What follows belongs to an exercise in optimizing a design on an open flow for small area and a short achievable clock period; a production flow would make more cautious choices. RTL that was checked went through simulation tests only; none was proved equivalent to the original. Power and IR drop assume default switching activity.

==> flow/design.v <==
module FIFO (clk,rst,en,wdata,wr_rd,rdata,valid,full,empty);
  input clk;
  input rst;
  input en;
  input wr_rd;
  input [7:0] wdata;
  output reg [7:0] rdata;
  output valid;
  output reg full;
  output reg empty;
  reg [7:0] mem[0:127];
  reg [6:0] wp;
  reg [6:0] rp;
  wire wr = en & wr_rd & ~full;
  wire rd = en & ~wr_rd & ~empty;
  assign valid = en & ~wr_rd;
  always @(posedge clk)
    if (wr) mem[wp] <= wdata;
  always @(posedge clk) begin
    if (rst) begin
      wp    <= 7'd0;
      rp    <= 7'd0;
      full  <= 1'b0;
      empty <= 1'b1;
      rdata <= 8'd0;
    end else if (wr) begin
      wp    <= wp + 7'd1;
      empty <= 1'b0;
      full  <= (wp + 7'd1 == rp);
    end else if (rd) begin
      rp    <= rp + 7'd1;
      full  <= 1'b0;
      empty <= (rp + 7'd1 == wp);
      rdata <= mem[rp];
    end
  end
endmodule
Settings: LEC_CHECK=0, CAP_MARGIN=20, CORE_MARGIN=2, CORE_UTILIZATION=40, SETUP_SLACK_MARGIN=1.6, SLEW_MARGIN=20; clock period 3.5 ns.
run.sh (not shown) runs the stock make flow with config.mk's settings and CLKGATE_MAP_FILE= SYNTH_SCRIPT=/design/flow/synth_recipe.tcl, a recipe that flattens the netlist after the stock synthesis.
The starting point went through all stages and came out clean.
Then changed:
==> flow/design.v (replaced) <==
module FIFO (clk,rst,en,wdata,wr_rd,rdata,valid,full,empty);
  input clk;
  input rst;
  input en;
  input wr_rd;
  input [7:0] wdata;
  output reg [7:0] rdata;
  output valid;
  output reg full;
  output reg empty;
  reg [7:0] mem[0:127];
  reg [7:0]  lo;    
  reg [15:0] hi;    
  wire wr = en & wr_rd & ~full;
  wire rd = en & ~wr_rd & ~empty;
  assign valid = en & ~wr_rd;
  integer i;
  always @(posedge clk) begin
    if (wr) begin
      mem[0] <= wdata;
      for (i = 1; i < 128; i = i + 1) mem[i] <= mem[i-1];
    end
  end
  reg [7:0] grp[0:15];
  reg [7:0] q;
  integer g, k;
  always @* begin
    for (g = 0; g < 16; g = g + 1) begin
      grp[g] = 8'd0;
      for (k = 0; k < 8; k = k + 1)
        grp[g] = grp[g] | (mem[8*g+k] & {8{lo[k]}});
    end
    q = 8'd0;
    for (g = 0; g < 16; g = g + 1)
      q = q | (grp[g] & {8{hi[g]}});
  end
  always @(posedge clk) begin
    if (rst) begin
      lo    <= 8'h80;
      hi    <= 16'h8000;
      full  <= 1'b0;
      empty <= 1'b1;
      rdata <= 8'd0;
    end else if (wr) begin
      lo    <= {lo[6:0], lo[7]};
      if (lo[7]) hi <= {hi[14:0], hi[15]};
      empty <= 1'b0;
      full  <= lo[6] & hi[15];
    end else if (rd) begin
      lo    <= {lo[0], lo[7:1]};
      if (lo[0]) hi <= {hi[0], hi[15:1]};
      full  <= 1'b0;
      empty <= lo[0] & hi[0];
      rdata <= q;
    end
  end
endmodule
- synthesized area goes down by 7.1%
- fmax goes up by 24%
- wire length falls by 1.8%
- cell count goes down by 5.7%
- count of clock-buffer cells in the layout went up by 15
- first-iteration DRC count increases by 32%
- worst hold slack gets worse by 0.013 ns
- clock power hardly moves
No functional check of the RTL was part of the first run of this note.

* * *

Another version of the RTL of FIFO (not shown whole).
Size: roughly 2200 cells after synthesis, about 1100 flip-flops, ~0.040 sq mm of cells after synthesis.
==> module FIFO, before the edit <==
module FIFO (clk,rst,en,wdata,wr_rd,rdata,valid,full,empty);
  input clk;
  input rst;
  input en;
  input wr_rd;
  input [7:0] wdata;
  output reg [7:0] rdata;
  output valid;
  output reg full;
  output reg empty;
  reg [7:0] mem[0:127];
  reg [7:0]  lo[0:7];   
  reg [3:0]  hb;        
  wire [15:0] hi = 16'd1 << hb;   
  reg  [7:0] fullc;    
  wire wr = en & wr_rd & ~full;
  wire [7:0] wrb = {8{en & wr_rd}} & ~fullc;   
  wire rd = en & ~wr_rd & ~empty;
  assign valid = en & ~wr_rd;
  integer i, b;
  always @(posedge clk) begin
    for (b = 0; b < 8; b = b + 1)
      if (wrb[b]) begin
        mem[0][b] <= wdata[b];
        for (i = 1; i < 128; i = i + 1) mem[i][b] <= mem[i-1][b];
      end
  end
  reg [7:0] grp[0:15];
  reg [7:0] q;
  integer g, k;
  always @* begin
    for (g = 0; g < 16; g = g + 1) begin
      grp[g] = 8'd0;
      for (k = 0; k < 8; k = k + 1)
        grp[g] = grp[g] | (mem[8*g+k] & {lo[7][k], lo[6][k], lo[5][k], lo[4][k], lo[3][k], lo[2][k], lo[1][k], lo[0][k]});
    end
    q = 8'd0;
    for (g = 0; g < 16; g = g + 1)
      q = q | (grp[g] & {8{hi[g]}});
  end
  integer c;
  always @(posedge clk) begin
    if (rst) begin
      for (c = 0; c < 8; c = c + 1) lo[c] <= 8'h80;
      hb    <= 4'd15;
      full  <= 1'b0;
      fullc <= 8'd0;
      empty <= 1'b1;
      rdata <= 8'd0;
    end else if (wr) begin
      for (c = 0; c < 8; c = c + 1) lo[c] <= {lo[c][6:0], lo[c][7]};
      if (lo[0][7]) hb <= hb + 4'd1;
      empty <= 1'b0;
      full  <= lo[0][6] & hi[15];
      for (c = 0; c < 8; c = c + 1) fullc[c] <= lo[c][6] & hi[15];
    end else if (rd) begin
      for (c = 0; c < 8; c = c + 1) lo[c] <= {lo[c][0], lo[c][7:1]};
      if (lo[0][0]) hb <= hb - 4'd1;
      full  <= 1'b0;
      fullc <= 8'd0;
      empty <= lo[0][0] & hi[0];
      rdata <= q;
    end
  end
endmodule
Settings: LEC_CHECK=0, CAP_MARGIN=20, CORE_MARGIN=2, CORE_UTILIZATION=65, SETUP_SLACK_MARGIN=1.7, SLEW_MARGIN=20; clock period 3.5 ns.
standard.sh (not shown) runs the stock make flow with config.mk's settings and CLKGATE_MAP_FILE= SYNTH_SCRIPT=/design/flow/synth_recipe.tcl, a recipe that flattens the netlist after the stock synthesis.
==> flow/flow/run.sh <==
#!/bin/bash
set -euo pipefail
export CTS_ARGS="-sink_clustering_enable -repair_clock_nets -dont_use_dummy_load -sink_clustering_size 24 -sink_clustering_max_diameter 80"
export IO_CONSTRAINTS="$(pwd)/flow/io.tcl"
bash standard.sh finish > standard_flow.log 2>&1
==> flow/flow/io.tcl <==
set_io_pin_constraint -pin_names {clk} -region left:115-140
The first run produced a clean layout.
Change:
==> flow/design.v (replaced) <==
module FIFO (clk,rst,en,wdata,wr_rd,rdata,valid,full,empty);
  input clk;
  input rst;
  input en;
  input wr_rd;
  input [7:0] wdata;
  output reg [7:0] rdata;
  output valid;
  output reg full;
  output reg empty;
  reg [7:0] mem[0:127];
  reg [7:0]  lo[0:3];   
  reg [15:0] hi;        
  reg  [7:0] fullc;    
  wire wr = en & wr_rd & ~full;
  wire [7:0] wrb = {8{en & wr_rd}} & ~fullc;   
  wire rd = en & ~wr_rd & ~empty;
  assign valid = en & ~wr_rd;
  integer i, b;
  always @(posedge clk) begin
    for (b = 0; b < 8; b = b + 1)
      if (wrb[b]) begin
        mem[0][b] <= wdata[b];
        for (i = 1; i < 128; i = i + 1) mem[i][b] <= mem[i-1][b];
      end
  end
  reg [7:0] grp[0:15];
  reg [7:0] q;
  integer g, k;
  always @* begin
    for (g = 0; g < 16; g = g + 1) begin
      grp[g] = 8'd0;
      for (k = 0; k < 8; k = k + 1)
        grp[g] = grp[g] | (mem[8*g+k] & {{2{lo[3][k]}}, {2{lo[2][k]}}, {2{lo[1][k]}}, {2{lo[0][k]}}});
    end
    q = 8'd0;
    for (g = 0; g < 16; g = g + 1)
      q = q | (grp[g] & {8{hi[g]}});
  end
  integer c;
  always @(posedge clk) begin
    if (rst) begin
      for (c = 0; c < 4; c = c + 1) lo[c] <= 8'h80;
      hi    <= 16'h8000;
      full  <= 1'b0;
      fullc <= 8'd0;
      empty <= 1'b1;
      rdata <= 8'd0;
    end else if (wr) begin
      for (c = 0; c < 4; c = c + 1) lo[c] <= {lo[c][6:0], lo[c][7]};
      if (lo[0][7]) hi <= {hi[14:0], hi[15]};
      empty <= 1'b0;
      full  <= lo[0][6] & hi[15];
      for (c = 0; c < 8; c = c + 1) fullc[c] <= lo[c/2][6] & hi[15];
    end else if (rd) begin
      for (c = 0; c < 4; c = c + 1) lo[c] <= {lo[c][0], lo[c][7:1]};
      if (lo[0][0]) hi <= {hi[0], hi[15:1]};
      full  <= 1'b0;
      fullc <= 8'd0;
      empty <= lo[0][0] & hi[0];
      rdata <= q;
    end
  end
endmodule
Result: Sequential share of layout area is lower by 1.6 points. Wire length rises by about 3.6%. Die area is lower by about 1.8%. Critical path depth shrinks by 1. Combinational power rises by about 40%.
No run of this note included a check of the RTL's function; only the layout flow was run.

* * *

Setup of the previous run:
RTL: one of the versions met above, not the one the previous note started from.
Size in the first run: ~1100 flip-flops, roughly 23 I/O pins.
==> module FIFO, before the edit <==
module FIFO (clk,rst,en,wdata,wr_rd,rdata,valid,full,empty);
  input clk;
  input rst;
  input en;
  input wr_rd;
  input [7:0] wdata;
  output reg [7:0] rdata;
  output valid;
  output reg full;
  output reg empty;
  reg [7:0] mem[0:127];
  reg [7:0]  lo;    
  reg [15:0] hi;    
  wire wr = en & wr_rd & ~full;
  wire rd = en & ~wr_rd & ~empty;
  assign valid = en & ~wr_rd;
  integer i;
  always @(posedge clk) begin
    if (wr) begin
      mem[0] <= wdata;
      for (i = 1; i < 128; i = i + 1) mem[i] <= mem[i-1];
    end
  end
  reg [7:0] grp[0:15];
  reg [7:0] q;
  integer g, k;
  always @* begin
    for (g = 0; g < 16; g = g + 1) begin
      grp[g] = 8'd0;
      for (k = 0; k < 8; k = k + 1)
        grp[g] = grp[g] | (mem[8*g+k] & {8{lo[k]}});
    end
    q = 8'd0;
    for (g = 0; g < 16; g = g + 1)
      q = q | (grp[g] & {8{hi[g]}});
  end
  always @(posedge clk) begin
    if (rst) begin
      lo    <= 8'h80;
      hi    <= 16'h8000;
      full  <= 1'b0;
      empty <= 1'b1;
      rdata <= 8'd0;
    end else if (wr) begin
      lo    <= {lo[6:0], lo[7]};
      if (lo[7]) hi <= {hi[14:0], hi[15]};
      empty <= 1'b0;
      full  <= lo[6] & hi[15];
    end else if (rd) begin
      lo    <= {lo[0], lo[7:1]};
      if (lo[0]) hi <= {hi[0], hi[15:1]};
      full  <= 1'b0;
      empty <= lo[0] & hi[0];
      rdata <= q;
    end
  end
endmodule
clock: 3.5 ns
lec_check: 0
cap_margin: 20
core_margin: 2
core_utilization: 65
setup_slack_margin: 1.6
slew_margin: 20
==> flow/flow/run.sh <==
#!/bin/bash
set -euo pipefail
export CTS_ARGS="-sink_clustering_enable -repair_clock_nets -dont_use_dummy_load -sink_clustering_size 24 -sink_clustering_max_diameter 80"
bash standard.sh finish > standard_flow.log 2>&1
Changes in the current run relative to the previous run:
==> flow/design.v <==
module FIFO (clk,rst,en,wdata,wr_rd,rdata,valid,full,empty);
  input clk;
  input rst;
  input en;
  input wr_rd;
  input [7:0] wdata;
  output reg [7:0] rdata;
  output valid;
  output reg full;
  output reg empty;
  reg [7:0] mem[0:127];
  reg [7:0]  lo[0:7];   
  reg [15:0] hi;        
  wire wr = en & wr_rd & ~full;
  wire rd = en & ~wr_rd & ~empty;
  assign valid = en & ~wr_rd;
  integer i;
  always @(posedge clk) begin
    if (wr) begin
      mem[0] <= wdata;
      for (i = 1; i < 128; i = i + 1) mem[i] <= mem[i-1];
    end
  end
  reg [7:0] grp[0:15];
  reg [7:0] q;
  integer g, k;
  always @* begin
    for (g = 0; g < 16; g = g + 1) begin
      grp[g] = 8'd0;
      for (k = 0; k < 8; k = k + 1)
        grp[g] = grp[g] | (mem[8*g+k] & {lo[7][k], lo[6][k], lo[5][k], lo[4][k], lo[3][k], lo[2][k], lo[1][k], lo[0][k]});
    end
    q = 8'd0;
    for (g = 0; g < 16; g = g + 1)
      q = q | (grp[g] & {8{hi[g]}});
  end
  integer c;
  always @(posedge clk) begin
    if (rst) begin
      for (c = 0; c < 8; c = c + 1) lo[c] <= 8'h80;
      hi    <= 16'h8000;
      full  <= 1'b0;
      empty <= 1'b1;
      rdata <= 8'd0;
    end else if (wr) begin
      for (c = 0; c < 8; c = c + 1) lo[c] <= {lo[c][6:0], lo[c][7]};
      if (lo[0][7]) hi <= {hi[14:0], hi[15]};
      empty <= 1'b0;
      full  <= lo[0][6] & hi[15];
    end else if (rd) begin
      for (c = 0; c < 8; c = c + 1) lo[c] <= {lo[c][0], lo[c][7:1]};
      if (lo[0][0]) hi <= {hi[0], hi[15:1]};
      full  <= 1'b0;
      empty <= lo[0][0] & hi[0];
      rdata <= q;
    end
  end
endmodule
The final layout from the current run, which completed every stage, passed the timing, DRC and antenna checks at the end of the flow. The current run ends up with a layout net count that is 119 higher than in the previous run. As of the current run, power per standard cell area had fallen slightly compared to the previous run. Critical path required time in the current run vs the previous run: down 0.26 ns. The current run has floorplan row count above what the previous run had. In the metrics for the previous run and the current run, the one carrying the higher fraction of power consumed by combinational cells is the previous run. Top fanout value on the critical path was higher in the current run than in the previous run. [compare] base=the previous run new=the current run: half-perimeter wire length after placement shows a reduction of about 1%, fmax shows an increase of about 8%, slack of the critical path shows an increase of 0.15 ns, clock share of power shows an increase of 1.0 points, register area shows an increase of 1200 um2. On fraction of area in clock buffers and inverters, the previous run and the current run are basically level. Number of instances resized during post-cts repair: the current run vs the previous run up 7.
Function not checked in the current run: the RTL went through the layout flow alone.

* * *

== old ==
FIFO, a different RTL version from the one above (not shown whole).
Size in the first run: about 23 I/O pins, roughly 41000 um2 of cells after synthesis.
==> module FIFO, before the edit <==
module FIFO (clk,rst,en,wdata,wr_rd,rdata,valid,full,empty);
  input clk;
  input rst;
  input en;
  input wr_rd;
  input [7:0] wdata;
  output reg [7:0] rdata;
  output valid;
  output reg full;
  output reg empty;
  reg [7:0] mem[0:127];
  reg [7:0]  lo[0:7];   
  reg [15:0] hi;        
  reg  [7:0] fullc;    
  wire wr = en & wr_rd & ~full;
  wire [7:0] wrb = {8{en & wr_rd}} & ~fullc;   
  wire rd = en & ~wr_rd & ~empty;
  assign valid = en & ~wr_rd;
  integer i, b;
  always @(posedge clk) begin
    for (b = 0; b < 8; b = b + 1)
      if (wrb[b]) begin
        mem[0][b] <= wdata[b];
        for (i = 1; i < 128; i = i + 1) mem[i][b] <= mem[i-1][b];
      end
  end
  reg [7:0] grp[0:15];
  reg [7:0] q;
  integer g, k;
  always @* begin
    for (g = 0; g < 16; g = g + 1) begin
      grp[g] = 8'd0;
      for (k = 0; k < 8; k = k + 1)
        grp[g] = grp[g] | (mem[8*g+k] & {lo[7][k], lo[6][k], lo[5][k], lo[4][k], lo[3][k], lo[2][k], lo[1][k], lo[0][k]});
    end
    q = 8'd0;
    for (g = 0; g < 16; g = g + 1)
      q = q | (grp[g] & {8{hi[g]}});
  end
  integer c;
  always @(posedge clk) begin
    if (rst) begin
      for (c = 0; c < 8; c = c + 1) lo[c] <= 8'h80;
      hi    <= 16'h8000;
      full  <= 1'b0;
      fullc <= 8'd0;
      empty <= 1'b1;
      rdata <= 8'd0;
    end else if (wr) begin
      for (c = 0; c < 8; c = c + 1) lo[c] <= {lo[c][6:0], lo[c][7]};
      if (lo[0][7]) hi <= {hi[14:0], hi[15]};
      empty <= 1'b0;
      full  <= lo[0][6] & hi[15];
      for (c = 0; c < 8; c = c + 1) fullc[c] <= lo[c][6] & hi[15];
    end else if (rd) begin
      for (c = 0; c < 8; c = c + 1) lo[c] <= {lo[c][0], lo[c][7:1]};
      if (lo[0][0]) hi <= {hi[0], hi[15:1]};
      full  <= 1'b0;
      fullc <= 8'd0;
      empty <= lo[0][0] & hi[0];
      rdata <= q;
    end
  end
endmodule
export LEC_CHECK = 0
export CAP_MARGIN = 20
export CORE_MARGIN = 2
export CORE_UTILIZATION = 65
export SETUP_SLACK_MARGIN = 1.6
export SLEW_MARGIN = 20
create_clock -name core_clock -period 3.5 [get_ports {clk}]
Scripts as last shown in full above: flow/flow/run.sh
The inputs of new differ from those of old as listed below.
--- a/flow/design.v
+++ b/flow/design.v
@@ -10,5 +10,5 @@
   output reg empty;
   reg [7:0] mem[0:127];
-  reg [7:0]  lo[0:7];   
+  reg [7:0]  lo[0:3];   
   reg [15:0] hi;        
   reg  [7:0] fullc;    
@@ -32,5 +32,5 @@
       grp[g] = 8'd0;
       for (k = 0; k < 8; k = k + 1)
-        grp[g] = grp[g] | (mem[8*g+k] & {lo[7][k], lo[6][k], lo[5][k], lo[4][k], lo[3][k], lo[2][k], lo[1][k], lo[0][k]});
+        grp[g] = grp[g] | (mem[8*g+k] & {{2{lo[3][k]}}, {2{lo[2][k]}}, {2{lo[1][k]}}, {2{lo[0][k]}}});
     end
     q = 8'd0;
@@ -41,5 +41,5 @@
   always @(posedge clk) begin
     if (rst) begin
-      for (c = 0; c < 8; c = c + 1) lo[c] <= 8'h80;
+      for (c = 0; c < 4; c = c + 1) lo[c] <= 8'h80;
       hi    <= 16'h8000;
       full  <= 1'b0;
@@ -48,11 +48,11 @@
       rdata <= 8'd0;
     end else if (wr) begin
-      for (c = 0; c < 8; c = c + 1) lo[c] <= {lo[c][6:0], lo[c][7]};
+      for (c = 0; c < 4; c = c + 1) lo[c] <= {lo[c][6:0], lo[c][7]};
       if (lo[0][7]) hi <= {hi[14:0], hi[15]};
       empty <= 1'b0;
       full  <= lo[0][6] & hi[15];
-      for (c = 0; c < 8; c = c + 1) fullc[c] <= lo[c][6] & hi[15];
+      for (c = 0; c < 8; c = c + 1) fullc[c] <= lo[c/2][6] & hi[15];
     end else if (rd) begin
-      for (c = 0; c < 8; c = c + 1) lo[c] <= {lo[c][0], lo[c][7:1]};
+      for (c = 0; c < 4; c = c + 1) lo[c] <= {lo[c][0], lo[c][7:1]};
       if (lo[0][0]) hi <= {hi[0], hi[15:1]};
       full  <= 1'b0;
Results
- new went all the way through synthesis, placement and routing and the layout is clean on timing, DRC and antenna.
- old went all the way through synthesis, placement and routing and the layout is clean on timing, DRC and antenna.
- Number of sinks handled by clock tree synthesis ended up about 3.2% lower on new than on old.
- The run showing the greater final design instance area without fill is old.
- Area after synthesis is lower on new
- Final cell count without fillers: new lower than old
- Against old as the reference, new delivers a lower quantity of gates resized following cts.
- [compare] base=old new=new: final hold slack went down; non-clock buffer count went up; post-layout net count went down; number of inserted filler cells in the final layout went down.
- Higher upper clock frequency limit among old and new: old
- | final routed wire length divided by cell count | new vs old | 1.3 um higher |
- Relative max-transition margin in new vs old: up 3.0 points
- On wire length, old and new are neck and neck.
Function not checked in new: the RTL went through the layout flow alone.

what the ideal ports hide:
Ports are ideal in the flow. The routed layouts listed here were re-timed in OpenROAD. Step 1: set_driving_cell puts a clkbuf_16 on clk and a buf_2 on each other input, an assumption about the parent block. Step 2 also shifts input and output timing later by t, the mid clock arrival at the registers, as if the neighbouring blocks saw the same clock. Slacks: ideal ports / drivers / drivers and shift; pairs: ideal ports / drivers.
| run | shift t [ns] | slack for setup (ns) | worst hold slack (ns) |
|---|---|---|---|
| the first run of note 1 | 0.744 | 0.976 / 0.976 / 0.775 | 0.455 / 0.409 / 0.539 |
| the second run of note 1 | 0.730 | 1.464 / 1.464 / 1.114 | 0.441 / 0.441 / 0.441 |
| the first run of note 2 | 0.661 | 1.566 / 1.566 / 1.120 | 0.422 / 0.422 / 0.422 |
| the second run of note 2 | 0.659 | 1.631 / 1.631 / 1.134 | 0.442 / 0.442 / 0.442 |
| the previous run | 0.670 | 1.440 / 1.440 / 1.246 | 0.425 / 0.425 / 0.425 |
| the current run | 0.682 | 1.592 / 1.588 / 1.084 | 0.442 / 0.442 / 0.442 |
| old | 0.690 | 1.636 / 1.571 / 1.031 | 0.444 / 0.444 / 0.444 |
| new | 0.690 | 1.598 / 1.579 / 1.002 | 0.433 / 0.433 / 0.433 |
After both steps every run listed still meets setup and hold. The setup slack of old, which loses most, moves by -0.065 ns with the drivers and by -0.605 ns with both steps.
